Background: an optimization exercise with open tools, aiming at small area. Do not read the settings as production practice.
Function was not checked in any run shown here: the RTL went through the layout flow alone.
Power is estimated from default activity; no workload was simulated.

===== flow/flow/run.sh =====
#!/bin/bash
# Layout flow: the standard ORFS flow, except that
#  - the adder cells mfa/mha of the RTL are mapped straight onto the
#    sky130 full/half adder cells (map.py), and Yosys's own full-adder
#    extraction is off (the design's adders are already explicit),
#  - ABC uses an area-oriented mapping script (abc.script),
#  - port buffers use the smallest buffer cell.
# Each tool's output goes to a log in this folder (make.log, orfs/logs/).
set -euo pipefail
W=$(pwd)
F=$W/flow
python3 $F/map.py $W/design.v $W/design_mapped.v
sed "s#^\(\s*\)log_cmd abc {\*}\$abc_args#\1log_cmd abc {*}[lreplace \$abc_args 1 1 $F/abc.script]#" \
  $FLOW_HOME/scripts/synth.tcl > $W/flow_synth.tcl
grep -q "lreplace" $W/flow_synth.tcl
sed "s#source \$::env(SCRIPTS_DIR)/synth.tcl#source $W/flow_synth.tcl#" $W/synth_recipe.tcl > $W/flow_synth_recipe.tcl
grep -q "flow_synth.tcl" $W/flow_synth_recipe.tcl
sed "s#^export VERILOG_FILES = .*#export VERILOG_FILES = $W/design_mapped.v#" $W/config.mk > $W/flow_config.mk
source $F/settings.sh
make -C $FLOW_HOME DESIGN_CONFIG=$W/flow_config.mk WORK_HOME=$W/orfs CLKGATE_MAP_FILE= \
  SYNTH_SCRIPT=$W/flow_synth_recipe.tcl ADDER_MAP_FILE= \
  "${MAKE_ARGS[@]}" finish > $W/make.log 2>&1
: # left out here: write the final layout as DEF

===== flow/flow/abc.script =====
strash
dch -f
map -a
topo
stime -c

===== flow/flow/map.py =====
#!/usr/bin/env python3
# Replace the bodies of the adder modules mfa/mha with sky130 cells.
import re, sys
src = open(sys.argv[1]).read()
cells = {
    'mfa': "  sky130_fd_sc_hd__fa_1 u (.A(a), .B(b), .CIN(c), .SUM(s), .COUT(co));\n",
    'mha': "  sky130_fd_sc_hd__ha_1 u (.A(a), .B(b), .SUM(s), .COUT(co));\n",
}
def rep(m):
    name, ports = m.group(1), m.group(2)
    if name in cells:
        return f"module {name}({ports});\n{cells[name]}endmodule"
    return m.group(0)
out = re.sub(r"module\s+(\w+)\s*\(([^;]*?)\);(.*?)endmodule", rep, src, flags=re.S)
open(sys.argv[2], 'w').write(out)

===== flow/flow/place_pre.tcl =====
# Buffer every input and output port (as the standard flow does), with a
# buffer cell sized for each side: inputs drive many loads, outputs one pin.
buffer_ports -inputs -buffer_cell sky130_fd_sc_hd__buf_1
buffer_ports -outputs -buffer_cell sky130_fd_sc_hd__buf_1

===== flow/flow/settings.sh =====
MAKE_ARGS=(CAP_MARGIN=20 CORE_MARGIN=2 CORE_UTILIZATION=40 SLEW_MARGIN=20
DONT_BUFFER_PORTS=1 PRE_GLOBAL_PLACE_TCL=$F/place_pre.tcl
"MIN_BUF_CELL_AND_PORTS=sky130_fd_sc_hd__buf_1 A X"
"GPL_TIMING_DRIVEN=0"
"CTS_BUF_LIST=sky130_fd_sc_hd__clkbuf_8"
"SYNTH_INSBUF=0"
"SETUP_SLACK_MARGIN=-0.15"
)

===== flow/standard.sh =====
#!/bin/bash
# synth_recipe.tcl (not shown) runs the flow's synth.tcl, then flattens the netlist and writes it again
# the make line also repeats each setting of config.mk as NAME=value (left out here)
make -C /OpenROAD-flow-scripts/flow DESIGN_CONFIG=/design/flow/config.mk WORK_HOME=/design/flow/orfs CLKGATE_MAP_FILE= SYNTH_SCRIPT=/design/flow/synth_recipe.tcl "${@:-finish}"

===== flow/config.mk =====
export PLATFORM = sky130hd
export DESIGN_NAME = inc_cond_mppt
export DESIGN_NICKNAME = inc_cond_mppt
export VERILOG_FILES = /design/flow/design.v
export SDC_FILE = /design/flow/constraint.sdc
export NUM_CORES = 4
export LEC_CHECK = 0
export CAP_MARGIN = 20
export CORE_MARGIN = 2
export CORE_UTILIZATION = 40
export SLEW_MARGIN = 20

===== flow/constraint.sdc =====
create_clock -name core_clock -period 10.0 [get_ports {clk}]
set_input_delay 2.0000 -clock core_clock [delete_from_list [all_inputs] [get_ports {clk}]]
set_output_delay 2.0000 -clock core_clock [all_outputs]
set_load 0.01 [all_outputs]

===== flow/design.v =====
module inc_cond_mppt (
    input wire clk,
    input wire reset,
    input wire start,
    input wire [15:0] voltage_in,
    input wire [15:0] current_in,
    output wire [15:0] duty_cycle,
    output reg mpp_found,
    output wire [15:0] power_out
);
    reg [7:0] duty_hi;    
    reg       duty_mid;   
    reg       duty_lo;    
    assign duty_cycle = {2'b00, duty_hi, {5{duty_mid}}, duty_lo};
    reg calc, upd;
    reg [15:0] v_prev, i_prev;
    always @(posedge clk) begin
        v_prev <= voltage_in;
        i_prev <= current_in;
    end
    wire [15:0] i_same = ~(current_in ^ i_prev);
    wire [15:0] v_same = ~(voltage_in ^ v_prev);
    wire i_eq = &i_same;
    wire [16:0] ic, vc;
    assign ic[0] = 1'b1;
    assign vc[0] = 1'b1;
    genvar q;
    generate for (q = 0; q < 16; q = q + 1) begin : g_cmp
        if (q % 2 == 0) begin : g_even
            assign ic[q+1] = ~(i_same[q] ? ic[q] : current_in[q]);
            assign vc[q+1] = ~(v_same[q] ? vc[q] : voltage_in[q]);
        end else begin : g_odd
            assign ic[q+1] = ~(i_same[q] ? ic[q] : i_prev[q]);
            assign vc[q+1] = ~(v_same[q] ? vc[q] : v_prev[q]);
        end
    end endgenerate
    wire i_ge = ic[16];
    wire v_ge = vc[16];
    wire up = ~(i_ge ^ v_ge);
    wire step = calc & ~i_eq;
    wire [7:0] m = ~(duty_hi ^ {8{up}});
    wire [8:0] t;
    assign t[0] = 1'b1;
    genvar k;
    generate for (k = 0; k < 8; k = k + 1) begin : g_t
        assign t[k+1] = t[k] & m[k];
    end endgenerate
    wire sat = t[8];                        
    wire lo_zero = (duty_hi == 8'd1) & ~duty_lo;  
    wire set_l = sat | (~up & lo_zero);
    always @(posedge clk or posedge reset) begin
        if (reset) begin
            calc <= 1'b0;
            upd <= 1'b0;
            duty_hi <= 8'h80;
            duty_mid <= 1'b0;
            duty_lo <= 1'b0;
            mpp_found <= 1'b0;
        end else begin
            calc <= ~calc & ~upd & start;
            upd <= calc;
            if (calc)
                mpp_found <= i_eq;
            if (step & ~sat)
                duty_hi <= duty_hi ^ t[7:0];
            if (step & set_l) begin
                duty_mid <= up;
                duty_lo <= 1'b1;
            end
        end
    end
    mul24 u_mul (.a(voltage_in), .b(current_in), .p(power_out));
endmodule
module mfa(input a, input b, input c, output s, output co);
  assign {co, s} = a + b + c;
endmodule
module mha(input a, input b, output s, output co);
  assign {co, s} = a + b;
endmodule
module mul24(input [15:0] a, input [15:0] b, output [15:0] p);
  wire [17:0] a3;
  wire [16:1] tg, tp;
  assign a3[0] = a[0];
  assign tg[1] = a[1] & a[0];
  assign tp[1] = a[1] ^ a[0];
  assign tg[2] = a[2] & a[1];
  assign tp[2] = a[2] ^ a[1];
  assign tg[3] = a[3] & a[2];
  assign tp[3] = a[3] ^ a[2];
  assign tg[4] = a[4] & a[3];
  assign tp[4] = a[4] ^ a[3];
  assign tg[5] = a[5] & a[4];
  assign tp[5] = a[5] ^ a[4];
  assign tg[6] = a[6] & a[5];
  assign tp[6] = a[6] ^ a[5];
  assign tg[7] = a[7] & a[6];
  assign tp[7] = a[7] ^ a[6];
  assign tg[8] = a[8] & a[7];
  assign tp[8] = a[8] ^ a[7];
  assign tg[9] = a[9] & a[8];
  assign tp[9] = a[9] ^ a[8];
  assign tg[10] = a[10] & a[9];
  assign tp[10] = a[10] ^ a[9];
  assign tg[11] = a[11] & a[10];
  assign tp[11] = a[11] ^ a[10];
  assign tg[12] = a[12] & a[11];
  assign tp[12] = a[12] ^ a[11];
  assign tg[13] = a[13] & a[12];
  assign tp[13] = a[13] ^ a[12];
  assign tg[14] = a[14] & a[13];
  assign tp[14] = a[14] ^ a[13];
  assign tg[15] = a[15] & a[14];
  assign tp[15] = a[15] ^ a[14];
  assign tg[16] = 1'b0 & a[15];
  assign tp[16] = 1'b0 ^ a[15];
  wire tg_1 = tg[2] | (tp[2] & tg[1]);
  wire tp_1 = tp[2] & tp[1];
  wire tg_2 = tg[4] | (tp[4] & tg[3]);
  wire tp_2 = tp[4] & tp[3];
  wire tg_3 = tg[6] | (tp[6] & tg[5]);
  wire tp_3 = tp[6] & tp[5];
  wire tg_4 = tg[8] | (tp[8] & tg[7]);
  wire tp_4 = tp[8] & tp[7];
  wire tg_5 = tg[10] | (tp[10] & tg[9]);
  wire tp_5 = tp[10] & tp[9];
  wire tg_6 = tg[12] | (tp[12] & tg[11]);
  wire tp_6 = tp[12] & tp[11];
  wire tg_7 = tg[14] | (tp[14] & tg[13]);
  wire tp_7 = tp[14] & tp[13];
  wire tg_8 = tg[16] | (tp[16] & tg[15]);
  wire tp_8 = tp[16] & tp[15];
  wire tg_9 = tg[3] | (tp[3] & tg_1);
  wire tp_9 = tp[3] & tp_1;
  wire tg_10 = tg_2 | (tp_2 & tg_1);
  wire tp_10 = tp_2 & tp_1;
  wire tg_11 = tg[7] | (tp[7] & tg_3);
  wire tp_11 = tp[7] & tp_3;
  wire tg_12 = tg_4 | (tp_4 & tg_3);
  wire tp_12 = tp_4 & tp_3;
  wire tg_13 = tg[11] | (tp[11] & tg_5);
  wire tp_13 = tp[11] & tp_5;
  wire tg_14 = tg_6 | (tp_6 & tg_5);
  wire tp_14 = tp_6 & tp_5;
  wire tg_15 = tg[15] | (tp[15] & tg_7);
  wire tp_15 = tp[15] & tp_7;
  wire tg_16 = tg_8 | (tp_8 & tg_7);
  wire tp_16 = tp_8 & tp_7;
  wire tg_17 = tg[5] | (tp[5] & tg_10);
  wire tp_17 = tp[5] & tp_10;
  wire tg_18 = tg_3 | (tp_3 & tg_10);
  wire tp_18 = tp_3 & tp_10;
  wire tg_19 = tg_11 | (tp_11 & tg_10);
  wire tp_19 = tp_11 & tp_10;
  wire tg_20 = tg_12 | (tp_12 & tg_10);
  wire tp_20 = tp_12 & tp_10;
  wire tg_21 = tg[13] | (tp[13] & tg_14);
  wire tp_21 = tp[13] & tp_14;
  wire tg_22 = tg_7 | (tp_7 & tg_14);
  wire tp_22 = tp_7 & tp_14;
  wire tg_23 = tg_15 | (tp_15 & tg_14);
  wire tp_23 = tp_15 & tp_14;
  wire tg_24 = tg_16 | (tp_16 & tg_14);
  wire tp_24 = tp_16 & tp_14;
  wire tg_25 = tg[9] | (tp[9] & tg_20);
  wire tp_25 = tp[9] & tp_20;
  wire tg_26 = tg_5 | (tp_5 & tg_20);
  wire tp_26 = tp_5 & tp_20;
  wire tg_27 = tg_13 | (tp_13 & tg_20);
  wire tp_27 = tp_13 & tp_20;
  wire tg_28 = tg_14 | (tp_14 & tg_20);
  wire tp_28 = tp_14 & tp_20;
  wire tg_29 = tg_21 | (tp_21 & tg_20);
  wire tp_29 = tp_21 & tp_20;
  wire tg_30 = tg_22 | (tp_22 & tg_20);
  wire tp_30 = tp_22 & tp_20;
  wire tg_31 = tg_23 | (tp_23 & tg_20);
  wire tp_31 = tp_23 & tp_20;
  wire tg_32 = tg_24 | (tp_24 & tg_20);
  wire tp_32 = tp_24 & tp_20;
  assign a3[1] = tp[1] ^ 1'b0;
  assign a3[2] = tp[2] ^ tg[1];
  assign a3[3] = tp[3] ^ tg_1;
  assign a3[4] = tp[4] ^ tg_9;
  assign a3[5] = tp[5] ^ tg_10;
  assign a3[6] = tp[6] ^ tg_17;
  assign a3[7] = tp[7] ^ tg_18;
  assign a3[8] = tp[8] ^ tg_19;
  assign a3[9] = tp[9] ^ tg_20;
  assign a3[10] = tp[10] ^ tg_25;
  assign a3[11] = tp[11] ^ tg_26;
  assign a3[12] = tp[12] ^ tg_27;
  assign a3[13] = tp[13] ^ tg_28;
  assign a3[14] = tp[14] ^ tg_29;
  assign a3[15] = tp[15] ^ tg_30;
  assign a3[16] = tp[16] ^ tg_31;
  assign a3[17] = tg_32;
  wire [7:0] sl1, sl2, sl3;
  genvar gk;
  generate for (gk = 0; gk < 8; gk = gk + 1) begin : g_dec
    assign sl1[gk] = b[2*gk] & ~b[2*gk+1];
    assign sl2[gk] = ~b[2*gk] & b[2*gk+1];
    assign sl3[gk] = b[2*gk] & b[2*gk+1];
  end endgenerate
  wire bp0_0 = ~((sl1[0] & a[0]) | (sl3[0] & a3[0]));
  wire bp0_1 = ~((sl1[0] & a[1]) | (sl2[0] & a[0]) | (sl3[0] & a3[1]));
  wire bp0_2 = ~((sl1[0] & a[2]) | (sl2[0] & a[1]) | (sl3[0] & a3[2]));
  wire bp0_3 = ~((sl1[0] & a[3]) | (sl2[0] & a[2]) | (sl3[0] & a3[3]));
  wire bp0_4 = ~((sl1[0] & a[4]) | (sl2[0] & a[3]) | (sl3[0] & a3[4]));
  wire bp0_5 = ~((sl1[0] & a[5]) | (sl2[0] & a[4]) | (sl3[0] & a3[5]));
  wire bp0_6 = ~((sl1[0] & a[6]) | (sl2[0] & a[5]) | (sl3[0] & a3[6]));
  wire bp0_7 = ~((sl1[0] & a[7]) | (sl2[0] & a[6]) | (sl3[0] & a3[7]));
  wire bp0_8 = ~((sl1[0] & a[8]) | (sl2[0] & a[7]) | (sl3[0] & a3[8]));
  wire bp0_9 = ~((sl1[0] & a[9]) | (sl2[0] & a[8]) | (sl3[0] & a3[9]));
  wire bp0_10 = ~((sl1[0] & a[10]) | (sl2[0] & a[9]) | (sl3[0] & a3[10]));
  wire bp0_11 = ~((sl1[0] & a[11]) | (sl2[0] & a[10]) | (sl3[0] & a3[11]));
  wire bp0_12 = ~((sl1[0] & a[12]) | (sl2[0] & a[11]) | (sl3[0] & a3[12]));
  wire bp0_13 = ~((sl1[0] & a[13]) | (sl2[0] & a[12]) | (sl3[0] & a3[13]));
  wire bp0_14 = ~((sl1[0] & a[14]) | (sl2[0] & a[13]) | (sl3[0] & a3[14]));
  wire bp0_15 = ~((sl1[0] & a[15]) | (sl2[0] & a[14]) | (sl3[0] & a3[15]));
  wire bp0_16 = ~((sl2[0] & a[15]) | (sl3[0] & a3[16]));
  wire bp0_17 = ~((sl3[0] & a3[17]));
  wire bp1_0 = ~((sl1[1] & a[0]) | (sl3[1] & a3[0]));
  wire bp1_1 = ~((sl1[1] & a[1]) | (sl2[1] & a[0]) | (sl3[1] & a3[1]));
  wire bp1_2 = ~((sl1[1] & a[2]) | (sl2[1] & a[1]) | (sl3[1] & a3[2]));
  wire bp1_3 = ~((sl1[1] & a[3]) | (sl2[1] & a[2]) | (sl3[1] & a3[3]));
  wire bp1_4 = ~((sl1[1] & a[4]) | (sl2[1] & a[3]) | (sl3[1] & a3[4]));
  wire bp1_5 = ~((sl1[1] & a[5]) | (sl2[1] & a[4]) | (sl3[1] & a3[5]));
  wire bp1_6 = ~((sl1[1] & a[6]) | (sl2[1] & a[5]) | (sl3[1] & a3[6]));
  wire bp1_7 = ~((sl1[1] & a[7]) | (sl2[1] & a[6]) | (sl3[1] & a3[7]));
  wire bp1_8 = ~((sl1[1] & a[8]) | (sl2[1] & a[7]) | (sl3[1] & a3[8]));
  wire bp1_9 = ~((sl1[1] & a[9]) | (sl2[1] & a[8]) | (sl3[1] & a3[9]));
  wire bp1_10 = ~((sl1[1] & a[10]) | (sl2[1] & a[9]) | (sl3[1] & a3[10]));
  wire bp1_11 = ~((sl1[1] & a[11]) | (sl2[1] & a[10]) | (sl3[1] & a3[11]));
  wire bp1_12 = ~((sl1[1] & a[12]) | (sl2[1] & a[11]) | (sl3[1] & a3[12]));
  wire bp1_13 = ~((sl1[1] & a[13]) | (sl2[1] & a[12]) | (sl3[1] & a3[13]));
  wire bp1_14 = ~((sl1[1] & a[14]) | (sl2[1] & a[13]) | (sl3[1] & a3[14]));
  wire bp1_15 = ~((sl1[1] & a[15]) | (sl2[1] & a[14]) | (sl3[1] & a3[15]));
  wire bp1_16 = ~((sl2[1] & a[15]) | (sl3[1] & a3[16]));
  wire bp1_17 = ~((sl3[1] & a3[17]));
  wire bp2_0 = ~((sl1[2] & a[0]) | (sl3[2] & a3[0]));
  wire bp2_1 = ~((sl1[2] & a[1]) | (sl2[2] & a[0]) | (sl3[2] & a3[1]));
  wire bp2_2 = ~((sl1[2] & a[2]) | (sl2[2] & a[1]) | (sl3[2] & a3[2]));
  wire bp2_3 = ~((sl1[2] & a[3]) | (sl2[2] & a[2]) | (sl3[2] & a3[3]));
  wire bp2_4 = ~((sl1[2] & a[4]) | (sl2[2] & a[3]) | (sl3[2] & a3[4]));
  wire bp2_5 = ~((sl1[2] & a[5]) | (sl2[2] & a[4]) | (sl3[2] & a3[5]));
  wire bp2_6 = ~((sl1[2] & a[6]) | (sl2[2] & a[5]) | (sl3[2] & a3[6]));
  wire bp2_7 = ~((sl1[2] & a[7]) | (sl2[2] & a[6]) | (sl3[2] & a3[7]));
  wire bp2_8 = ~((sl1[2] & a[8]) | (sl2[2] & a[7]) | (sl3[2] & a3[8]));
  wire bp2_9 = ~((sl1[2] & a[9]) | (sl2[2] & a[8]) | (sl3[2] & a3[9]));
  wire bp2_10 = ~((sl1[2] & a[10]) | (sl2[2] & a[9]) | (sl3[2] & a3[10]));
  wire bp2_11 = ~((sl1[2] & a[11]) | (sl2[2] & a[10]) | (sl3[2] & a3[11]));
  wire bp2_12 = ~((sl1[2] & a[12]) | (sl2[2] & a[11]) | (sl3[2] & a3[12]));
  wire bp2_13 = ~((sl1[2] & a[13]) | (sl2[2] & a[12]) | (sl3[2] & a3[13]));
  wire bp2_14 = ~((sl1[2] & a[14]) | (sl2[2] & a[13]) | (sl3[2] & a3[14]));
  wire bp2_15 = ~((sl1[2] & a[15]) | (sl2[2] & a[14]) | (sl3[2] & a3[15]));
  wire bp2_16 = ~((sl2[2] & a[15]) | (sl3[2] & a3[16]));
  wire bp2_17 = ~((sl3[2] & a3[17]));
  wire bp3_0 = ~((sl1[3] & a[0]) | (sl3[3] & a3[0]));
  wire bp3_1 = ~((sl1[3] & a[1]) | (sl2[3] & a[0]) | (sl3[3] & a3[1]));
  wire bp3_2 = ~((sl1[3] & a[2]) | (sl2[3] & a[1]) | (sl3[3] & a3[2]));
  wire bp3_3 = ~((sl1[3] & a[3]) | (sl2[3] & a[2]) | (sl3[3] & a3[3]));
  wire bp3_4 = ~((sl1[3] & a[4]) | (sl2[3] & a[3]) | (sl3[3] & a3[4]));
  wire bp3_5 = ~((sl1[3] & a[5]) | (sl2[3] & a[4]) | (sl3[3] & a3[5]));
  wire bp3_6 = ~((sl1[3] & a[6]) | (sl2[3] & a[5]) | (sl3[3] & a3[6]));
  wire bp3_7 = ~((sl1[3] & a[7]) | (sl2[3] & a[6]) | (sl3[3] & a3[7]));
  wire bp3_8 = ~((sl1[3] & a[8]) | (sl2[3] & a[7]) | (sl3[3] & a3[8]));
  wire bp3_9 = ~((sl1[3] & a[9]) | (sl2[3] & a[8]) | (sl3[3] & a3[9]));
  wire bp3_10 = ~((sl1[3] & a[10]) | (sl2[3] & a[9]) | (sl3[3] & a3[10]));
  wire bp3_11 = ~((sl1[3] & a[11]) | (sl2[3] & a[10]) | (sl3[3] & a3[11]));
  wire bp3_12 = ~((sl1[3] & a[12]) | (sl2[3] & a[11]) | (sl3[3] & a3[12]));
  wire bp3_13 = ~((sl1[3] & a[13]) | (sl2[3] & a[12]) | (sl3[3] & a3[13]));
  wire bp3_14 = ~((sl1[3] & a[14]) | (sl2[3] & a[13]) | (sl3[3] & a3[14]));
  wire bp3_15 = ~((sl1[3] & a[15]) | (sl2[3] & a[14]) | (sl3[3] & a3[15]));
  wire bp3_16 = ~((sl2[3] & a[15]) | (sl3[3] & a3[16]));
  wire bp3_17 = ~((sl3[3] & a3[17]));
  wire bp4_0 = ~((sl1[4] & a[0]) | (sl3[4] & a3[0]));
  wire bp4_1 = ~((sl1[4] & a[1]) | (sl2[4] & a[0]) | (sl3[4] & a3[1]));
  wire bp4_2 = ~((sl1[4] & a[2]) | (sl2[4] & a[1]) | (sl3[4] & a3[2]));
  wire bp4_3 = ~((sl1[4] & a[3]) | (sl2[4] & a[2]) | (sl3[4] & a3[3]));
  wire bp4_4 = ~((sl1[4] & a[4]) | (sl2[4] & a[3]) | (sl3[4] & a3[4]));
  wire bp4_5 = ~((sl1[4] & a[5]) | (sl2[4] & a[4]) | (sl3[4] & a3[5]));
  wire bp4_6 = ~((sl1[4] & a[6]) | (sl2[4] & a[5]) | (sl3[4] & a3[6]));
  wire bp4_7 = ~((sl1[4] & a[7]) | (sl2[4] & a[6]) | (sl3[4] & a3[7]));
  wire bp4_8 = ~((sl1[4] & a[8]) | (sl2[4] & a[7]) | (sl3[4] & a3[8]));
  wire bp4_9 = ~((sl1[4] & a[9]) | (sl2[4] & a[8]) | (sl3[4] & a3[9]));
  wire bp4_10 = ~((sl1[4] & a[10]) | (sl2[4] & a[9]) | (sl3[4] & a3[10]));
  wire bp4_11 = ~((sl1[4] & a[11]) | (sl2[4] & a[10]) | (sl3[4] & a3[11]));
  wire bp4_12 = ~((sl1[4] & a[12]) | (sl2[4] & a[11]) | (sl3[4] & a3[12]));
  wire bp4_13 = ~((sl1[4] & a[13]) | (sl2[4] & a[12]) | (sl3[4] & a3[13]));
  wire bp4_14 = ~((sl1[4] & a[14]) | (sl2[4] & a[13]) | (sl3[4] & a3[14]));
  wire bp4_15 = ~((sl1[4] & a[15]) | (sl2[4] & a[14]) | (sl3[4] & a3[15]));
  wire bp5_0 = ~((sl1[5] & a[0]) | (sl3[5] & a3[0]));
  wire bp5_1 = ~((sl1[5] & a[1]) | (sl2[5] & a[0]) | (sl3[5] & a3[1]));
  wire bp5_2 = ~((sl1[5] & a[2]) | (sl2[5] & a[1]) | (sl3[5] & a3[2]));
  wire bp5_3 = ~((sl1[5] & a[3]) | (sl2[5] & a[2]) | (sl3[5] & a3[3]));
  wire bp5_4 = ~((sl1[5] & a[4]) | (sl2[5] & a[3]) | (sl3[5] & a3[4]));
  wire bp5_5 = ~((sl1[5] & a[5]) | (sl2[5] & a[4]) | (sl3[5] & a3[5]));
  wire bp5_6 = ~((sl1[5] & a[6]) | (sl2[5] & a[5]) | (sl3[5] & a3[6]));
  wire bp5_7 = ~((sl1[5] & a[7]) | (sl2[5] & a[6]) | (sl3[5] & a3[7]));
  wire bp5_8 = ~((sl1[5] & a[8]) | (sl2[5] & a[7]) | (sl3[5] & a3[8]));
  wire bp5_9 = ~((sl1[5] & a[9]) | (sl2[5] & a[8]) | (sl3[5] & a3[9]));
  wire bp5_10 = ~((sl1[5] & a[10]) | (sl2[5] & a[9]) | (sl3[5] & a3[10]));
  wire bp5_11 = ~((sl1[5] & a[11]) | (sl2[5] & a[10]) | (sl3[5] & a3[11]));
  wire bp5_12 = ~((sl1[5] & a[12]) | (sl2[5] & a[11]) | (sl3[5] & a3[12]));
  wire bp5_13 = ~((sl1[5] & a[13]) | (sl2[5] & a[12]) | (sl3[5] & a3[13]));
  wire bp6_0 = ~((sl1[6] & a[0]) | (sl3[6] & a3[0]));
  wire bp6_1 = ~((sl1[6] & a[1]) | (sl2[6] & a[0]) | (sl3[6] & a3[1]));
  wire bp6_2 = ~((sl1[6] & a[2]) | (sl2[6] & a[1]) | (sl3[6] & a3[2]));
  wire bp6_3 = ~((sl1[6] & a[3]) | (sl2[6] & a[2]) | (sl3[6] & a3[3]));
  wire bp6_4 = ~((sl1[6] & a[4]) | (sl2[6] & a[3]) | (sl3[6] & a3[4]));
  wire bp6_5 = ~((sl1[6] & a[5]) | (sl2[6] & a[4]) | (sl3[6] & a3[5]));
  wire bp6_6 = ~((sl1[6] & a[6]) | (sl2[6] & a[5]) | (sl3[6] & a3[6]));
  wire bp6_7 = ~((sl1[6] & a[7]) | (sl2[6] & a[6]) | (sl3[6] & a3[7]));
  wire bp6_8 = ~((sl1[6] & a[8]) | (sl2[6] & a[7]) | (sl3[6] & a3[8]));
  wire bp6_9 = ~((sl1[6] & a[9]) | (sl2[6] & a[8]) | (sl3[6] & a3[9]));
  wire bp6_10 = ~((sl1[6] & a[10]) | (sl2[6] & a[9]) | (sl3[6] & a3[10]));
  wire bp6_11 = ~((sl1[6] & a[11]) | (sl2[6] & a[10]) | (sl3[6] & a3[11]));
  wire bp7_0 = ~((sl1[7] & a[0]) | (sl3[7] & a3[0]));
  wire bp7_1 = ~((sl1[7] & a[1]) | (sl2[7] & a[0]) | (sl3[7] & a3[1]));
  wire bp7_2 = ~((sl1[7] & a[2]) | (sl2[7] & a[1]) | (sl3[7] & a3[2]));
  wire bp7_3 = ~((sl1[7] & a[3]) | (sl2[7] & a[2]) | (sl3[7] & a3[3]));
  wire bp7_4 = ~((sl1[7] & a[4]) | (sl2[7] & a[3]) | (sl3[7] & a3[4]));
  wire bp7_5 = ~((sl1[7] & a[5]) | (sl2[7] & a[4]) | (sl3[7] & a3[5]));
  wire bp7_6 = ~((sl1[7] & a[6]) | (sl2[7] & a[5]) | (sl3[7] & a3[6]));
  wire bp7_7 = ~((sl1[7] & a[7]) | (sl2[7] & a[6]) | (sl3[7] & a3[7]));
  wire bp7_8 = ~((sl1[7] & a[8]) | (sl2[7] & a[7]) | (sl3[7] & a3[8]));
  wire bp7_9 = ~((sl1[7] & a[9]) | (sl2[7] & a[8]) | (sl3[7] & a3[9]));
  wire s1, c2;
  mfa f2 (.a(bp2_0), .b(bp1_2), .c(bp0_4), .s(s1), .co(c2));
  wire s3, c4;
  mfa f4 (.a(bp2_1), .b(bp1_3), .c(bp0_5), .s(s3), .co(c4));
  wire s5, c6;
  mfa f6 (.a(bp3_0), .b(bp2_2), .c(bp1_4), .s(s5), .co(c6));
  wire s7, c8;
  mfa f8 (.a(bp0_6), .b(s5), .c(c4), .s(s7), .co(c8));
  wire s9, c10;
  mfa f10 (.a(bp3_1), .b(bp2_3), .c(bp1_5), .s(s9), .co(c10));
  wire s11, c12;
  mfa f12 (.a(bp0_7), .b(c6), .c(s9), .s(s11), .co(c12));
  wire s13, c14;
  mfa f14 (.a(bp4_0), .b(bp3_2), .c(bp2_4), .s(s13), .co(c14));
  wire s15, c16;
  mfa f16 (.a(bp1_6), .b(bp0_8), .c(s13), .s(s15), .co(c16));
  wire s17, c18;
  mfa f18 (.a(c10), .b(s15), .c(c12), .s(s17), .co(c18));
  wire s19, c20;
  mfa f20 (.a(bp4_1), .b(bp3_3), .c(bp2_5), .s(s19), .co(c20));
  wire s21, c22;
  mfa f22 (.a(bp1_7), .b(c14), .c(bp0_9), .s(s21), .co(c22));
  wire s23, c24;
  mfa f24 (.a(s19), .b(c16), .c(s21), .s(s23), .co(c24));
  wire s25, c26;
  mfa f26 (.a(bp5_0), .b(bp4_2), .c(bp3_4), .s(s25), .co(c26));
  wire s27, c28;
  mfa f28 (.a(bp2_6), .b(bp1_8), .c(s25), .s(s27), .co(c28));
  wire s29, c30;
  mfa f30 (.a(c20), .b(bp0_10), .c(c22), .s(s29), .co(c30));
  wire s31, c32;
  mfa f32 (.a(s27), .b(c24), .c(s29), .s(s31), .co(c32));
  wire s33, c34;
  mfa f34 (.a(bp5_1), .b(bp4_3), .c(bp3_5), .s(s33), .co(c34));
  wire s35, c36;
  mfa f36 (.a(bp2_7), .b(c26), .c(bp1_9), .s(s35), .co(c36));
  wire s37, c38;
  mfa f38 (.a(s33), .b(bp0_11), .c(c28), .s(s37), .co(c38));
  wire s39, c40;
  mfa f40 (.a(s35), .b(c30), .c(s37), .s(s39), .co(c40));
  wire s41, c42;
  mfa f42 (.a(bp6_0), .b(bp5_2), .c(bp4_4), .s(s41), .co(c42));
  wire s43, c44;
  mfa f44 (.a(bp3_6), .b(bp2_8), .c(s41), .s(s43), .co(c44));
  wire s45, c46;
  mfa f46 (.a(c34), .b(bp1_10), .c(bp0_12), .s(s45), .co(c46));
  wire s47, c48;
  mfa f48 (.a(c36), .b(s43), .c(s45), .s(s47), .co(c48));
  wire s49, c50;
  mfa f50 (.a(c38), .b(s47), .c(c40), .s(s49), .co(c50));
  wire s51, c52;
  mfa f52 (.a(bp6_1), .b(bp5_3), .c(bp4_5), .s(s51), .co(c52));
  wire s53, c54;
  mfa f54 (.a(bp3_7), .b(c42), .c(bp2_9), .s(s53), .co(c54));
  wire s55, c56;
  mfa f56 (.a(s51), .b(bp1_11), .c(bp0_13), .s(s55), .co(c56));
  wire s57, c58;
  mfa f58 (.a(c44), .b(s53), .c(c46), .s(s57), .co(c58));
  wire s59, c60;
  mfa f60 (.a(s55), .b(c48), .c(s57), .s(s59), .co(c60));
  wire s61, c62;
  mfa f62 (.a(bp7_0), .b(bp6_2), .c(bp5_4), .s(s61), .co(c62));
  wire s63, c64;
  mfa f64 (.a(bp4_6), .b(bp3_8), .c(s61), .s(s63), .co(c64));
  wire s65, c66;
  mfa f66 (.a(c52), .b(bp2_10), .c(bp1_12), .s(s65), .co(c66));
  wire s67, c68;
  mfa f68 (.a(c54), .b(bp0_14), .c(s63), .s(s67), .co(c68));
  wire s69, c70;
  mfa f70 (.a(s65), .b(c56), .c(s67), .s(s69), .co(c70));
  wire s71, c72;
  assign s71 = ~(c58 ^ s69);
  assign c72 = c58 | s69;
  wire s73, c74;
  mfa f74 (.a(bp7_1), .b(bp6_3), .c(bp5_5), .s(s73), .co(c74));
  wire s75, c76;
  mfa f76 (.a(bp4_7), .b(c62), .c(bp3_9), .s(s75), .co(c76));
  wire s77, c78;
  mfa f78 (.a(s73), .b(bp2_11), .c(bp1_13), .s(s77), .co(c78));
  wire s79, c80;
  mfa f80 (.a(c64), .b(s75), .c(bp0_15), .s(s79), .co(c80));
  wire s81, c82;
  mfa f82 (.a(c66), .b(s77), .c(c68), .s(s81), .co(c82));
  wire s83, c84;
  mfa f84 (.a(s79), .b(c70), .c(s81), .s(s83), .co(c84));
  wire s85, c86;
  mfa f86 (.a(bp7_2), .b(bp6_4), .c(bp5_6), .s(s85), .co(c86));
  wire s87, c88;
  mfa f88 (.a(bp4_8), .b(c74), .c(bp3_10), .s(s87), .co(c88));
  wire s89, c90;
  mfa f90 (.a(s85), .b(bp2_12), .c(c76), .s(s89), .co(c90));
  wire s91, c92;
  mfa f92 (.a(bp1_14), .b(s87), .c(bp0_16), .s(s91), .co(c92));
  wire s93, c94;
  mfa f94 (.a(c78), .b(s89), .c(c80), .s(s93), .co(c94));
  wire s95, c96;
  mfa f96 (.a(s91), .b(c82), .c(s93), .s(s95), .co(c96));
  wire s97, c98;
  mfa f98 (.a(bp7_3), .b(bp6_5), .c(bp5_7), .s(s97), .co(c98));
  wire s99, c100;
  mfa f100 (.a(bp4_9), .b(c86), .c(bp3_11), .s(s99), .co(c100));
  wire s101, c102;
  mfa f102 (.a(s97), .b(bp2_13), .c(c88), .s(s101), .co(c102));
  wire s103, c104;
  mfa f104 (.a(bp1_15), .b(s99), .c(bp0_17), .s(s103), .co(c104));
  wire s105, c106;
  mfa f106 (.a(c90), .b(s101), .c(c92), .s(s105), .co(c106));
  wire s107, c108;
  mfa f108 (.a(s103), .b(c94), .c(s105), .s(s107), .co(c108));
  wire s109, c110;
  mfa f110 (.a(bp7_4), .b(bp6_6), .c(bp5_8), .s(s109), .co(c110));
  wire s111, c112;
  mfa f112 (.a(bp4_10), .b(c98), .c(bp3_12), .s(s111), .co(c112));
  wire s113, c114;
  mfa f114 (.a(s109), .b(bp2_14), .c(c100), .s(s113), .co(c114));
  wire s115, c116;
  mfa f116 (.a(bp1_16), .b(s111), .c(c102), .s(s115), .co(c116));
  wire s117, c118;
  mfa f118 (.a(s113), .b(c104), .c(s115), .s(s117), .co(c118));
  wire s119, c120;
  assign s119 = ~(c106 ^ s117);
  assign c120 = c106 | s117;
  wire s121, c122;
  mfa f122 (.a(bp7_5), .b(bp6_7), .c(bp5_9), .s(s121), .co(c122));
  wire s123, c124;
  mfa f124 (.a(bp4_11), .b(c110), .c(bp3_13), .s(s123), .co(c124));
  wire s125, c126;
  mfa f126 (.a(s121), .b(bp2_15), .c(c112), .s(s125), .co(c126));
  wire s127, c128;
  mfa f128 (.a(bp1_17), .b(s123), .c(c114), .s(s127), .co(c128));
  wire s129, c130;
  mfa f130 (.a(s125), .b(c116), .c(s127), .s(s129), .co(c130));
  wire s131, c132;
  assign s131 = ~(c118 ^ s129);
  assign c132 = c118 | s129;
  wire s133, c134;
  mfa f134 (.a(bp7_6), .b(bp6_8), .c(bp5_10), .s(s133), .co(c134));
  wire s135, c136;
  mfa f136 (.a(bp4_12), .b(c122), .c(bp3_14), .s(s135), .co(c136));
  wire s137, c138;
  mfa f138 (.a(s133), .b(bp2_16), .c(c124), .s(s137), .co(c138));
  wire s139, c140;
  mfa f140 (.a(s135), .b(c126), .c(s137), .s(s139), .co(c140));
  wire s141, c142;
  mfa f142 (.a(c128), .b(s139), .c(c130), .s(s141), .co(c142));
  wire s143, c144;
  mfa f144 (.a(bp7_7), .b(bp6_9), .c(bp5_11), .s(s143), .co(c144));
  wire s145, c146;
  mfa f146 (.a(bp4_13), .b(c134), .c(bp3_15), .s(s145), .co(c146));
  wire s147, c148;
  mfa f148 (.a(s143), .b(bp2_17), .c(c136), .s(s147), .co(c148));
  wire s149, c150;
  mfa f150 (.a(s145), .b(c138), .c(s147), .s(s149), .co(c150));
  wire s151, c152;
  assign s151 = ~(c140 ^ s149);
  assign c152 = c140 | s149;
  wire s153, c154;
  mfa f154 (.a(bp7_8), .b(bp6_10), .c(bp5_12), .s(s153), .co(c154));
  wire s155, c156;
  mfa f156 (.a(bp4_14), .b(c144), .c(bp3_16), .s(s155), .co(c156));
  wire s157, c158;
  mfa f158 (.a(s153), .b(c146), .c(s155), .s(s157), .co(c158));
  wire s159, c160;
  mfa f160 (.a(c148), .b(s157), .c(c150), .s(s159), .co(c160));
  wire x161 = (bp3_17 ^ bp4_15 ^ bp5_13 ^ bp6_11 ^ bp7_9 ^ c154 ^ c156 ^ c158 ^ c160);
  wire [23:0] rx = {x161, c152, s151, c132, c120, c108, c96, c84, c72, c60, s59, s49, c32, s31, c18, s17, c8, s7, c2, s1, bp1_1, bp1_0, bp0_1, bp0_0};
  wire [23:0] ry = {1'b1, s159, c142, s141, s131, s119, s107, s95, s83, s71, c50, 1'b1, s39, 1'b1, s23, 1'b1, s11, 1'b1, s3, 1'b1, bp0_3, bp0_2, 1'b1, 1'b1};
  wire [23:0] g0 = rx & ry;
  wire [23:0] p0 = rx ^ ry;
  wire pg162 = g0[0] | (p0[0] & 1'b1);
  wire pg164 = g0[2] | (p0[2] & g0[1]);
  wire pp165 = p0[2] & p0[1];
  wire pg166 = g0[4] | (p0[4] & g0[3]);
  wire pp167 = p0[4] & p0[3];
  wire pg168 = g0[6] | (p0[6] & g0[5]);
  wire pp169 = p0[6] & p0[5];
  wire pg170 = g0[8] | (p0[8] & g0[7]);
  wire pp171 = p0[8] & p0[7];
  wire pg172 = g0[10] | (p0[10] & g0[9]);
  wire pp173 = p0[10] & p0[9];
  wire pg174 = g0[12] | (p0[12] & g0[11]);
  wire pp175 = p0[12] & p0[11];
  wire pg176 = g0[14] | (p0[14] & g0[13]);
  wire pp177 = p0[14] & p0[13];
  wire pg178 = g0[16] | (p0[16] & g0[15]);
  wire pp179 = p0[16] & p0[15];
  wire pg180 = g0[18] | (p0[18] & g0[17]);
  wire pp181 = p0[18] & p0[17];
  wire pg182 = g0[20] | (p0[20] & g0[19]);
  wire pp183 = p0[20] & p0[19];
  wire pg184 = g0[22] | (p0[22] & g0[21]);
  wire pp185 = p0[22] & p0[21];
  wire pg186 = g0[1] | (p0[1] & pg162);
  wire pg188 = pg164 | (pp165 & pg162);
  wire pg190 = g0[5] | (p0[5] & pg166);
  wire pp191 = p0[5] & pp167;
  wire pg192 = pg168 | (pp169 & pg166);
  wire pp193 = pp169 & pp167;
  wire pg194 = g0[9] | (p0[9] & pg170);
  wire pp195 = p0[9] & pp171;
  wire pg196 = pg172 | (pp173 & pg170);
  wire pp197 = pp173 & pp171;
  wire pg198 = g0[13] | (p0[13] & pg174);
  wire pp199 = p0[13] & pp175;
  wire pg200 = pg176 | (pp177 & pg174);
  wire pp201 = pp177 & pp175;
  wire pg202 = g0[17] | (p0[17] & pg178);
  wire pp203 = p0[17] & pp179;
  wire pg204 = pg180 | (pp181 & pg178);
  wire pp205 = pp181 & pp179;
  wire pg206 = g0[21] | (p0[21] & pg182);
  wire pp207 = p0[21] & pp183;
  wire pg208 = pg184 | (pp185 & pg182);
  wire pp209 = pp185 & pp183;
  wire pg210 = g0[3] | (p0[3] & pg188);
  wire pg212 = pg166 | (pp167 & pg188);
  wire pg214 = pg190 | (pp191 & pg188);
  wire pg216 = pg192 | (pp193 & pg188);
  wire pg218 = g0[11] | (p0[11] & pg196);
  wire pp219 = p0[11] & pp197;
  wire pg220 = pg174 | (pp175 & pg196);
  wire pp221 = pp175 & pp197;
  wire pg222 = pg198 | (pp199 & pg196);
  wire pp223 = pp199 & pp197;
  wire pg224 = pg200 | (pp201 & pg196);
  wire pp225 = pp201 & pp197;
  wire pg226 = g0[19] | (p0[19] & pg204);
  wire pp227 = p0[19] & pp205;
  wire pg228 = pg182 | (pp183 & pg204);
  wire pp229 = pp183 & pp205;
  wire pg230 = pg206 | (pp207 & pg204);
  wire pp231 = pp207 & pp205;
  wire pg232 = pg208 | (pp209 & pg204);
  wire pp233 = pp209 & pp205;
  wire pg234 = g0[7] | (p0[7] & pg216);
  wire pg236 = pg170 | (pp171 & pg216);
  wire pg238 = pg194 | (pp195 & pg216);
  wire pg240 = pg196 | (pp197 & pg216);
  wire pg242 = pg218 | (pp219 & pg216);
  wire pg244 = pg220 | (pp221 & pg216);
  wire pg246 = pg222 | (pp223 & pg216);
  wire pg248 = pg224 | (pp225 & pg216);
  wire pg250 = g0[23] | (p0[23] & pg232);
  wire pp251 = p0[23] & pp233;
  wire pg252 = g0[15] | (p0[15] & pg248);
  wire pg254 = pg178 | (pp179 & pg248);
  wire pg256 = pg202 | (pp203 & pg248);
  wire pg258 = pg204 | (pp205 & pg248);
  wire pg260 = pg226 | (pp227 & pg248);
  wire pg262 = pg228 | (pp229 & pg248);
  wire pg264 = pg230 | (pp231 & pg248);
  wire pg266 = pg232 | (pp233 & pg248);
  wire pg268 = pg250 | (pp251 & pg248);
  wire [15:0] hc = {pg266, pg264, pg262, pg260, pg258, pg256, pg254, pg252, pg248, pg246, pg244, pg242, pg240, pg238, pg236, pg234};
  assign p = ~(p0[23:8] ^ hc);
endmodule

==> results of run 1 <==
## registers in the layout (all words and copies together) (netlist names)
name       count
upd            1
v_prev        16
duty_lo        1
mpp_found      1
duty_hi        8
calc           1
duty_mid       1
i_prev        16
## repair_timing
item                       CTS  global route
setup buffers               11             9
gates resized for setup     72            45
hold endpoints to repair     0             0
setup endpoints to repair   12             7
pin swaps                   14            26
## power breakdown
group	total (mW)	internal (mW)	switching [mW]
logic	2.18	0.926	1.26
clock network	0.117	0.0496	0.0675
registers	0.235	0.209	0.0261
total	2.54	1.18	1.35
## worst max-delay path, delay by kind of cell
family,cells,cell delay (ns)
AO/OA/AOI/OAI,12,1.53
AND/OR/NAND/NOR,14,1.81
buffers and inverters,7,0.66
adder cells (fa/ha/maj),3,1.38
XOR/XNOR,2,0.42
## worst paths after layout
| kind | start | endpoint | slack (ns) | cells after the start |
|---|---|---|---|---|
| max | voltage_in[3] | power_out[15] | 0.19 | 38 |
| min reg2reg | upd$_DFF_PP0_ | calc$_DFF_PP0_ | 0.41 | 1 |
| min in group asynchronous | reset | duty_hi[1]$_DFFE_PP0P_ | 1.60 | 2 |
| max in group asynchronous | reset | duty_hi[7]$_DFFE_PP1P_ | 8.11 | 2 |
| min | upd$_DFF_PP0_ | calc$_DFF_PP0_ | 0.41 | 1 |
| max reg2reg | v_prev[0]$_DFF_P_ | duty_hi[5]$_DFFE_PP0P_ | 5.81 | 24 |
## cells in the mapped netlist, drive strengths merged, types with 13 or more instances
library cell / number
nor2: 201
clkinv: 107
nand2: 79
fa: 76
a221oi: 67
a21oi: 54
o22ai: 48
xor2: 35
dfxtp: 32
o21ai: 23
a22oi: 13
## layer usage
layer	share of wire	vias to the layer above	wire length, um
met5	0	-	0
met2	0.46	292	9010
met4	0.028	0	559
met3	0.071	52	1390
li1	-	3017	-
met1	0.44	3043	8760
## per-stage QoR
| stage | instance area, um^2 | std cells |
|---|---|---|
| floorplan | 6060 | 811 |
| global placement | 6540 | 1060 |
| detailed placement | 6540 | 1061 |
| CTS | 6940 | 1080 |
| global route | 7180 | 1089 |
| finish | 7180 | 1089 |
## area by class of cell
class	count	area, um^2	area share
tap	184	230	0.0321
sequential	45	967	0.135
multi-input combinational	659	4980	0.694
clock inverter	3	22.5	0.00314
timing repair buffer	86	465	0.0648
inverter	107	440	0.0613
clock buffer	5	68.8	0.00959
## kinds of logic (layout without fill, tap and decap cells)
logic type,Yosys count,after routing
AND/OR/NAND/NOR,307,307
AO/OA/AOI/OAI,227,227
buffers and inverters,107,201
adder cells (fa/ha/maj),76,76
XOR/XNOR,47,47
flip-flops,45,45
other,1,2
==> impl_metrics.env, run 1 <==
export IMPL_path_clk_slew_ns=0.09
export IMPL_use_met3=0.0423
export IMPL_drtIter0Drc=491
export IMPL_async_reset_ff_frac=0.289
export IMPL_design_core_area_mm2=0.0146
export IMPL_drcViolationCount=0
export IMPL_hold_path_class="reg -> reg"
export IMPL_die_area_mm2=0.0161
export IMPL_path_class="in -> out"
export IMPL_synth_mux_area_fraction=0
export IMPL_dr_pass1_iters=8
export IMPL_p_leak_nw=2.52
export IMPL_final_util=0.490
export IMPL_tritoncts="yes"
export IMPL_critPathMaxStageDelay_ns=0.55
export IMPL_place_congestion=0.880
export IMPL_finalPower_mw=2.54
export IMPL_use_met1=0.357
export IMPL_diodes=0
export IMPL_layout_drive_gt1_share=0.127
export IMPL_cts_hold_fix_buffers=0
export IMPL_worstPathMaxFanout=18
export IMPL_grt_usage=0.251
export IMPL_finalClockSkew_ns=0.0143
export IMPL_area_growth_pct=18.5
export IMPL_grt_overflow_total=0
export IMPL_die_w_um=127
export IMPL_grt_pass1_wl_um=32300
export IMPL_finalSetupViolations=0
export IMPL_cp_data_required_time_ns=8.00
export IMPL_initial_core_util=0.414
export IMPL_max_freq_ghz=0.102
export IMPL_clk_insertion_delay_late_ns=0.31
export IMPL_grt_pass1_vias=6109
export IMPL_startpoint_type="primary input"
export IMPL_hold_viol_final=0
export IMPL_hpwl_um=14900
export IMPL_status="finished clean"
export IMPL_setup_tns_ns=0
export IMPL_ioPinCount=68
export IMPL_fin_crit_ns=9.81
export IMPL_avgSynthCellArea_um2=7.48
export IMPL_clock_sinks=45
export IMPL_cap_violations=0
export IMPL_vias=6404
export IMPL_die_height_um=127
export IMPL_synth_top_family_by_area="compound AO/OA/AOI/OAI gates"
export IMPL_grt_busiest_layer="met2"
export IMPL_wirelength_um=19700
export IMPL_slowest_stage="fa_2"
export IMPL_antenna_found_initial=0
export IMPL_end_kind="output port"
export IMPL_cts_buffers=5
export IMPL_ctsRootBufferMaster="clkbuf_8"
export IMPL_final_cell_mix="186 x nor2_1, 95 x clkinv_1, 75 x nand2_1, 73 x fa_1, 65 x a221oi_1"
export IMPL_ant_nets=0
export IMPL_wl_per_cell_um=18.1
export IMPL_cp_arrival_ns=7.81
export IMPL_synth_top_cell_area_share=0.251
export IMPL_grt_use_met2=0.399
export IMPL_grt_max_degree=19
export IMPL_synth_cells=810
export IMPL_num_fill_cells=1508
export IMPL_synth_simple_area_share=0.199
export IMPL_synth_edf_count=0
export IMPL_yosys_top_cells_area="fa_1 25%, nor2_1 12%, dfxtp_1 11%"
export IMPL_vias_per_cell=5.88
export IMPL_fin_ws_ns=0.187
export IMPL_synth_distinct_cells=34
export IMPL_place_ws_ns=-2.21
export IMPL_hold_slack_ns=0.409
export IMPL_synth_xor_area_share=0.0680
export IMPL_ir_drop_mv=0.568
export IMPL_finalMaxSlewViolations=0
export IMPL_tightestPinTransition_ns=1.11
export IMPL_netlist_area_mm2=0.00606
export IMPL_clock_path_buffers=2
export IMPL_ys_ff_latch=45
export IMPL_synthFlopType="dfxtp_1"
export IMPL_final_common_cell="nor2_1"
export IMPL_power_density_mw_per_mm2=353
export IMPL_ys_seq_area_frac=0.160
export IMPL_synthAdderAreaFrac=0.251
export IMPL_htreeDepth=2
export IMPL_num_rows=44
export IMPL_final_nets=1015
export IMPL_port_buffers=65
export IMPL_synth_compound_area_frac=0.255
export IMPL_slew_headroom=0.260
export IMPL_synth_top_area_cell="fa_1"
export IMPL_fin_crit_sh=0.981
export IMPL_yosysWarnings=1
==> run 2, diff against run 1 <==
--- a/flow/design.v
+++ b/flow/design.v
@@ -333,5 +333,5 @@
   mfa f6 (.a(bp3_0), .b(bp2_2), .c(bp1_4), .s(s5), .co(c6));
   wire s7, c8;
-  mfa f8 (.a(bp0_6), .b(s5), .c(c4), .s(s7), .co(c8));
+  mfa f8 (.a(bp0_6), .b(c4), .c(s5), .s(s7), .co(c8));
   wire s9, c10;
   mfa f10 (.a(bp3_1), .b(bp2_3), .c(bp1_5), .s(s9), .co(c10));
@@ -341,11 +341,11 @@
   mfa f14 (.a(bp4_0), .b(bp3_2), .c(bp2_4), .s(s13), .co(c14));
   wire s15, c16;
-  mfa f16 (.a(bp1_6), .b(bp0_8), .c(s13), .s(s15), .co(c16));
+  mfa f16 (.a(bp1_6), .b(bp0_8), .c(c10), .s(s15), .co(c16));
   wire s17, c18;
-  mfa f18 (.a(c10), .b(s15), .c(c12), .s(s17), .co(c18));
+  mfa f18 (.a(s13), .b(c12), .c(s15), .s(s17), .co(c18));
   wire s19, c20;
   mfa f20 (.a(bp4_1), .b(bp3_3), .c(bp2_5), .s(s19), .co(c20));
   wire s21, c22;
-  mfa f22 (.a(bp1_7), .b(c14), .c(bp0_9), .s(s21), .co(c22));
+  mfa f22 (.a(bp1_7), .b(bp0_9), .c(c14), .s(s21), .co(c22));
   wire s23, c24;
   mfa f24 (.a(s19), .b(c16), .c(s21), .s(s23), .co(c24));
@@ -353,15 +353,15 @@
   mfa f26 (.a(bp5_0), .b(bp4_2), .c(bp3_4), .s(s25), .co(c26));
   wire s27, c28;
-  mfa f28 (.a(bp2_6), .b(bp1_8), .c(s25), .s(s27), .co(c28));
+  mfa f28 (.a(bp2_6), .b(bp1_8), .c(bp0_10), .s(s27), .co(c28));
   wire s29, c30;
-  mfa f30 (.a(c20), .b(bp0_10), .c(c22), .s(s29), .co(c30));
+  mfa f30 (.a(c20), .b(s25), .c(c22), .s(s29), .co(c30));
   wire s31, c32;
-  mfa f32 (.a(s27), .b(c24), .c(s29), .s(s31), .co(c32));
+  mfa f32 (.a(s27), .b(s29), .c(c24), .s(s31), .co(c32));
   wire s33, c34;
   mfa f34 (.a(bp5_1), .b(bp4_3), .c(bp3_5), .s(s33), .co(c34));
   wire s35, c36;
-  mfa f36 (.a(bp2_7), .b(c26), .c(bp1_9), .s(s35), .co(c36));
+  mfa f36 (.a(bp2_7), .b(bp1_9), .c(bp0_11), .s(s35), .co(c36));
   wire s37, c38;
-  mfa f38 (.a(s33), .b(bp0_11), .c(c28), .s(s37), .co(c38));
+  mfa f38 (.a(c26), .b(s33), .c(c28), .s(s37), .co(c38));
   wire s39, c40;
   mfa f40 (.a(s35), .b(c30), .c(s37), .s(s39), .co(c40));
@@ -369,7 +369,7 @@
   mfa f42 (.a(bp6_0), .b(bp5_2), .c(bp4_4), .s(s41), .co(c42));
   wire s43, c44;
-  mfa f44 (.a(bp3_6), .b(bp2_8), .c(s41), .s(s43), .co(c44));
+  mfa f44 (.a(bp3_6), .b(bp2_8), .c(bp1_10), .s(s43), .co(c44));
   wire s45, c46;
-  mfa f46 (.a(c34), .b(bp1_10), .c(bp0_12), .s(s45), .co(c46));
+  mfa f46 (.a(bp0_12), .b(c34), .c(s41), .s(s45), .co(c46));
   wire s47, c48;
   mfa f48 (.a(c36), .b(s43), .c(s45), .s(s47), .co(c48));
@@ -379,9 +379,9 @@
   mfa f52 (.a(bp6_1), .b(bp5_3), .c(bp4_5), .s(s51), .co(c52));
   wire s53, c54;
-  mfa f54 (.a(bp3_7), .b(c42), .c(bp2_9), .s(s53), .co(c54));
+  mfa f54 (.a(bp3_7), .b(bp2_9), .c(bp1_11), .s(s53), .co(c54));
   wire s55, c56;
-  mfa f56 (.a(s51), .b(bp1_11), .c(bp0_13), .s(s55), .co(c56));
+  mfa f56 (.a(c42), .b(bp0_13), .c(s51), .s(s55), .co(c56));
   wire s57, c58;
-  mfa f58 (.a(c44), .b(s53), .c(c46), .s(s57), .co(c58));
+  mfa f58 (.a(c44), .b(c46), .c(s53), .s(s57), .co(c58));
   wire s59, c60;
   mfa f60 (.a(s55), .b(c48), .c(s57), .s(s59), .co(c60));
@@ -389,24 +389,23 @@
   mfa f62 (.a(bp7_0), .b(bp6_2), .c(bp5_4), .s(s61), .co(c62));
   wire s63, c64;
-  mfa f64 (.a(bp4_6), .b(bp3_8), .c(s61), .s(s63), .co(c64));
+  mfa f64 (.a(bp4_6), .b(bp3_8), .c(bp2_10), .s(s63), .co(c64));
   wire s65, c66;
-  mfa f66 (.a(c52), .b(bp2_10), .c(bp1_12), .s(s65), .co(c66));
+  mfa f66 (.a(bp1_12), .b(c52), .c(s61), .s(s65), .co(c66));
   wire s67, c68;
-  mfa f68 (.a(c54), .b(bp0_14), .c(s63), .s(s67), .co(c68));
+  mfa f68 (.a(bp0_14), .b(c54), .c(s63), .s(s67), .co(c68));
   wire s69, c70;
-  mfa f70 (.a(s65), .b(c56), .c(s67), .s(s69), .co(c70));
+  mfa f70 (.a(c56), .b(s65), .c(c58), .s(s69), .co(c70));
   wire s71, c72;
-  assign s71 = ~(c58 ^ s69);
-  assign c72 = c58 | s69;
+  mfa f72 (.a(s67), .b(c60), .c(s69), .s(s71), .co(c72));
   wire s73, c74;
   mfa f74 (.a(bp7_1), .b(bp6_3), .c(bp5_5), .s(s73), .co(c74));
   wire s75, c76;
-  mfa f76 (.a(bp4_7), .b(c62), .c(bp3_9), .s(s75), .co(c76));
+  mfa f76 (.a(bp4_7), .b(bp3_9), .c(bp2_11), .s(s75), .co(c76));
   wire s77, c78;
-  mfa f78 (.a(s73), .b(bp2_11), .c(bp1_13), .s(s77), .co(c78));
+  mfa f78 (.a(c62), .b(bp1_13), .c(s73), .s(s77), .co(c78));
   wire s79, c80;
-  mfa f80 (.a(c64), .b(s75), .c(bp0_15), .s(s79), .co(c80));
+  mfa f80 (.a(bp0_15), .b(c64), .c(c66), .s(s79), .co(c80));
   wire s81, c82;
-  mfa f82 (.a(c66), .b(s77), .c(c68), .s(s81), .co(c82));
+  mfa f82 (.a(s75), .b(s77), .c(c68), .s(s81), .co(c82));
   wire s83, c84;
   mfa f84 (.a(s79), .b(c70), .c(s81), .s(s83), .co(c84));
@@ -414,11 +413,11 @@
   mfa f86 (.a(bp7_2), .b(bp6_4), .c(bp5_6), .s(s85), .co(c86));
   wire s87, c88;
-  mfa f88 (.a(bp4_8), .b(c74), .c(bp3_10), .s(s87), .co(c88));
+  mfa f88 (.a(bp4_8), .b(bp3_10), .c(bp2_12), .s(s87), .co(c88));
   wire s89, c90;
-  mfa f90 (.a(s85), .b(bp2_12), .c(c76), .s(s89), .co(c90));
+  mfa f90 (.a(c74), .b(bp1_14), .c(s85), .s(s89), .co(c90));
   wire s91, c92;
-  mfa f92 (.a(bp1_14), .b(s87), .c(bp0_16), .s(s91), .co(c92));
+  mfa f92 (.a(bp0_16), .b(c76), .c(c78), .s(s91), .co(c92));
   wire s93, c94;
-  mfa f94 (.a(c78), .b(s89), .c(c80), .s(s93), .co(c94));
+  mfa f94 (.a(s87), .b(s89), .c(c80), .s(s93), .co(c94));
   wire s95, c96;
   mfa f96 (.a(s91), .b(c82), .c(s93), .s(s95), .co(c96));
@@ -426,11 +425,11 @@
   mfa f98 (.a(bp7_3), .b(bp6_5), .c(bp5_7), .s(s97), .co(c98));
   wire s99, c100;
-  mfa f100 (.a(bp4_9), .b(c86), .c(bp3_11), .s(s99), .co(c100));
+  mfa f100 (.a(bp4_9), .b(bp3_11), .c(bp2_13), .s(s99), .co(c100));
   wire s101, c102;
-  mfa f102 (.a(s97), .b(bp2_13), .c(c88), .s(s101), .co(c102));
+  mfa f102 (.a(c86), .b(bp1_15), .c(s97), .s(s101), .co(c102));
   wire s103, c104;
-  mfa f104 (.a(bp1_15), .b(s99), .c(bp0_17), .s(s103), .co(c104));
+  mfa f104 (.a(bp0_17), .b(c88), .c(c90), .s(s103), .co(c104));
   wire s105, c106;
-  mfa f106 (.a(c90), .b(s101), .c(c92), .s(s105), .co(c106));
+  mfa f106 (.a(s99), .b(s101), .c(c92), .s(s105), .co(c106));
   wire s107, c108;
   mfa f108 (.a(s103), .b(c94), .c(s105), .s(s107), .co(c108));
@@ -438,9 +437,9 @@
   mfa f110 (.a(bp7_4), .b(bp6_6), .c(bp5_8), .s(s109), .co(c110));
   wire s111, c112;
-  mfa f112 (.a(bp4_10), .b(c98), .c(bp3_12), .s(s111), .co(c112));
+  mfa f112 (.a(bp4_10), .b(bp3_12), .c(bp2_14), .s(s111), .co(c112));
   wire s113, c114;
-  mfa f114 (.a(s109), .b(bp2_14), .c(c100), .s(s113), .co(c114));
+  mfa f114 (.a(c98), .b(bp1_16), .c(s109), .s(s113), .co(c114));
   wire s115, c116;
-  mfa f116 (.a(bp1_16), .b(s111), .c(c102), .s(s115), .co(c116));
+  mfa f116 (.a(c100), .b(c102), .c(s111), .s(s115), .co(c116));
   wire s117, c118;
   mfa f118 (.a(s113), .b(c104), .c(s115), .s(s117), .co(c118));
@@ -451,9 +450,9 @@
   mfa f122 (.a(bp7_5), .b(bp6_7), .c(bp5_9), .s(s121), .co(c122));
   wire s123, c124;
-  mfa f124 (.a(bp4_11), .b(c110), .c(bp3_13), .s(s123), .co(c124));
+  mfa f124 (.a(bp4_11), .b(bp3_13), .c(bp2_15), .s(s123), .co(c124));
   wire s125, c126;
-  mfa f126 (.a(s121), .b(bp2_15), .c(c112), .s(s125), .co(c126));
+  mfa f126 (.a(c110), .b(bp1_17), .c(s121), .s(s125), .co(c126));
   wire s127, c128;
-  mfa f128 (.a(bp1_17), .b(s123), .c(c114), .s(s127), .co(c128));
+  mfa f128 (.a(c112), .b(c114), .c(s123), .s(s127), .co(c128));
   wire s129, c130;
   mfa f130 (.a(s125), .b(c116), .c(s127), .s(s129), .co(c130));
@@ -464,17 +463,17 @@
   mfa f134 (.a(bp7_6), .b(bp6_8), .c(bp5_10), .s(s133), .co(c134));
   wire s135, c136;
-  mfa f136 (.a(bp4_12), .b(c122), .c(bp3_14), .s(s135), .co(c136));
+  mfa f136 (.a(bp4_12), .b(bp3_14), .c(bp2_16), .s(s135), .co(c136));
   wire s137, c138;
-  mfa f138 (.a(s133), .b(bp2_16), .c(c124), .s(s137), .co(c138));
+  mfa f138 (.a(c122), .b(s133), .c(c124), .s(s137), .co(c138));
   wire s139, c140;
-  mfa f140 (.a(s135), .b(c126), .c(s137), .s(s139), .co(c140));
+  mfa f140 (.a(c126), .b(s135), .c(c128), .s(s139), .co(c140));
   wire s141, c142;
-  mfa f142 (.a(c128), .b(s139), .c(c130), .s(s141), .co(c142));
+  mfa f142 (.a(s137), .b(c130), .c(s139), .s(s141), .co(c142));
   wire s143, c144;
   mfa f144 (.a(bp7_7), .b(bp6_9), .c(bp5_11), .s(s143), .co(c144));
   wire s145, c146;
-  mfa f146 (.a(bp4_13), .b(c134), .c(bp3_15), .s(s145), .co(c146));
+  mfa f146 (.a(bp4_13), .b(bp3_15), .c(c134), .s(s145), .co(c146));
   wire s147, c148;
-  mfa f148 (.a(s143), .b(bp2_17), .c(c136), .s(s147), .co(c148));
+  mfa f148 (.a(bp2_17), .b(s143), .c(c136), .s(s147), .co(c148));
   wire s149, c150;
   mfa f150 (.a(s145), .b(c138), .c(s147), .s(s149), .co(c150));
@@ -485,5 +484,5 @@
   mfa f154 (.a(bp7_8), .b(bp6_10), .c(bp5_12), .s(s153), .co(c154));
   wire s155, c156;
-  mfa f156 (.a(bp4_14), .b(c144), .c(bp3_16), .s(s155), .co(c156));
+  mfa f156 (.a(bp4_14), .b(bp3_16), .c(c144), .s(s155), .co(c156));
   wire s157, c158;
   mfa f158 (.a(s153), .b(c146), .c(s155), .s(s157), .co(c158));
@@ -491,6 +490,6 @@
   mfa f160 (.a(c148), .b(s157), .c(c150), .s(s159), .co(c160));
   wire x161 = (bp3_17 ^ bp4_15 ^ bp5_13 ^ bp6_11 ^ bp7_9 ^ c154 ^ c156 ^ c158 ^ c160);
-  wire [23:0] rx = {x161, c152, s151, c132, c120, c108, c96, c84, c72, c60, s59, s49, c32, s31, c18, s17, c8, s7, c2, s1, bp1_1, bp1_0, bp0_1, bp0_0};
-  wire [23:0] ry = {1'b1, s159, c142, s141, s131, s119, s107, s95, s83, s71, c50, 1'b1, s39, 1'b1, s23, 1'b1, s11, 1'b1, s3, 1'b1, bp0_3, bp0_2, 1'b1, 1'b1};
+  wire [23:0] rx = {x161, c152, s151, c132, c120, c108, c96, c84, c72, s71, s59, s49, c32, s31, c18, s17, c8, s7, c2, s1, bp1_1, bp1_0, bp0_1, bp0_0};
+  wire [23:0] ry = {1'b1, s159, c142, s141, s131, s119, s107, s95, s83, 1'b1, c50, 1'b1, s39, 1'b1, s23, 1'b1, s11, 1'b1, s3, 1'b1, bp0_3, bp0_2, 1'b1, 1'b1};
   wire [23:0] g0 = rx & ry;
   wire [23:0] p0 = rx ^ ry;
==> impl_metrics.env, run 2 <==
export IMPL_avgSynthCellArea_um2=7.61
export IMPL_die_area_mm2=0.0160
export IMPL_grt_usage=0.244
export IMPL_min_to="calc$_DFF_PP0_"
export IMPL_final_cell_mix="177 x nor2_1, 92 x clkinv_1, 75 x fa_1, 71 x nand2_1, 61 x a221oi_1"
export IMPL_netlist_area_mm2=0.00599
export IMPL_initial_core_util=0.411
export IMPL_vias=6197
export IMPL_htreeDepth=2
export IMPL_top_regs="i_prev x16, v_prev x16, duty_hi x8"
export IMPL_reg2reg_depth=24
export IMPL_path_clk_slew_ns=0.09
export IMPL_slew_headroom=0.278
export IMPL_startpoint_type="primary input"
export IMPL_ys_ff_latch=45
export IMPL_final_common_cell="nor2_1"
export IMPL_cp_data_required_time_ns=8.00
export IMPL_final_util=0.479
export IMPL_clk_insertion_delay_late_ns=0.31
export IMPL_fin_crit_ns=9.78
export IMPL_ctsRootBufferMaster="clkbuf_8"
export IMPL_ys_seq_area_frac=0.161
export IMPL_tightestPinTransition_ns=1.08
export IMPL_hold_viol_final=0
export IMPL_placed_area_mm2=0.00647
export IMPL_synth_distinct_cells=35
export IMPL_ant_nets=0
export IMPL_finalClockSkew_ns=0.0134
export IMPL_design_core_area_mm2=0.0146
export IMPL_fin_crit_sh=0.978
export IMPL_synth_most_common_cell="nor2_1"
export IMPL_finalSetupViolations=0
export IMPL_status="finished clean"
export IMPL_wirelength_um=19100
export IMPL_instances_no_fill=1060
export IMPL_drcViolationCount=0
export IMPL_fin_ws_ns=0.222
export IMPL_die_w_um=126
export IMPL_r2r_end="duty_hi[5]$_DFFE_PP0P_"
export IMPL_ir_drop_mv=0.520
export IMPL_place_congestion=0.906
export IMPL_design_area_mm2=0.00699
export IMPL_cp_arrival_ns=7.78
export IMPL_end_kind="output port"
export IMPL_ioPinCount=68
export IMPL_place_inst=1037
export IMPL_async_reset_ff_frac=0.289
export IMPL_holdPathStages=1
export IMPL_tritoncts="yes"
export IMPL_clock_path_buffers=2
export IMPL_slowest_stage="fa_1"
export IMPL_synth_top_cell_area_share=0.257
export IMPL_r2r_start="v_prev[0]$_DFF_P_"
export IMPL_worstPathMaxFanout=17
export IMPL_antenna_found_initial=0
export IMPL_num_rows=44
export IMPL_synth_edf_count=0
export IMPL_cap_violations=0
export IMPL_synthFlopType="dfxtp_1"
export IMPL_hpwl_um=14600
export IMPL_final_nets=987
export IMPL_synth_top_area_cell="fa_1"
export IMPL_dr_pass1_iters=6
export IMPL_power_density_mw_per_mm2=314
export IMPL_area_growth_pct=16.6
export IMPL_drtIter0Drc=667
export IMPL_grt_max_degree=20
export IMPL_max_freq_ghz=0.102
export IMPL_place_ws_ns=-1.55
export IMPL_die_height_um=126
export IMPL_yosysWarnings=1
[run 2: cells by family (layout without fill, tap and decap cells)]
family / count (synthesis) / count (layout) / share of synthesized area
multiplexers: 2 / 2 / 0.00376
AND/OR/NAND/NOR: 291 / 291 / 0.191
adder cells (fa/ha/maj): 77 / 77 / 0.257
XOR/XNOR: 49 / 49 / 0.0716
other: 1 / 2 / 0.000626
buffers and inverters: 102 / 190 / 0.0639
AO/OA/AOI/OAI: 220 / 220 / 0.250
flip-flops: 45 / 45 / 0.161
[run 2: layer usage]
metal / global-route usage / part of all wire / up-vias
met1: 0.334 / 0.42 / 2864
met4: 0.0608 / 0.026 / 0
met2: 0.393 / 0.46 / 349
met3: 0.0544 / 0.094 / 51
met5: 0 / 0 / -
li1: - / - / 2933
[run 2: final cells by class]
cell class | instances | area (um^2)
multi-input cells | 641 | 4880
flip-flops and latches | 45 | 967
well taps | 184 | 230
inverters | 102 | 398
clock inverters | 3 | 42.5
clock buffers | 5 | 68.8
fillers | 1473 | 7600
repair buffers | 80 | 400
[run 2: power by group]
part	internal, mW	leakage, nW	switching (mW)
logic	0.761	1.98	1.07
clock network	0.0740	0.0595	0.0630
registers	0.208	0.426	0.0231
[run 2: worst max-delay path by stage]
| stage | startpoint | to | slack (ns) | cells past startpoint |
|---|---|---|---|---|
| after floorplan | voltage_in[2] | power_out[14] | 0.42 | 29 |
| after global placement | voltage_in[3] | power_out[14] | -1.63 | 33 |
| after detailed placement | voltage_in[3] | power_out[14] | -1.55 | 33 |
| after CTS | voltage_in[1] | power_out[14] | -0.11 | 32 |
| after global routing | voltage_in[5] | power_out[15] | -0.15 | 28 |
| final | voltage_in[5] | power_out[14] | 0.22 | 27 |
[run 2: per-stage QoR]
| stage | setup TNS, ns | hold WS [ns] | power, mW |
|---|---|---|---|
| 5_1_grt | -0.489 | 0.414 | 2.46 |
| 6_report | 0 | 0.398 | 2.19 |
| 3_3_place_gp | -10.22 | 0.387 | 1.87 |
| 3_5_place_dp | -9.48 | 0.388 | 1.88 |
| 4_1_cts | -0.224 | 0.400 | 2.14 |
| 2_1_floorplan | 0 | 0.382 | 1.45 |
[run 2: timing repair]
item,CTS,global route
pin swaps,6,7
resized for setup,45,43
buffers inserted,9,4
endpoints found under the setup margin,10,7
[run 2: worst max-delay path: cells and delay by family]
kind / cells / cell delay (ns)
adders and majority gates: 4 / 1.78
buffers and inverters: 4 / 0.77
and+or+nand+nor: 9 / 1.31
AOI/OAI and AO/OA: 8 / 1.41
xor gates and xnor gates: 2 / 0.47

-- re-timing with driven ports --
In the flow no input, the clock included, has a driving cell. The finished layouts below were timed again as built, in two steps. Step 1: set_driving_cell puts a clkbuf_16 on clk and a buf_2 on each other input, an assumption about the parent block. Step 2 also shifts input and output timing later by t, the mid clock arrival at the registers, as if the neighbouring blocks saw the same clock. a / b / c = no drivers / after step 1 / after step 2; a / b = the first two.
run | t, ns | slack for setup (ns) | worst data-port slew with drivers (ns)
run 1 | 0.338 | 0.187 / 0.140 / 0.140 | 0.06
run 2 | 0.337 | 0.222 / 0.193 / 0.193 | 0.05
After both steps setup and hold are still met in every run listed. The setup slack of run 1, which loses most, moves by -0.047 ns with the drivers and by -0.047 ns with both steps.
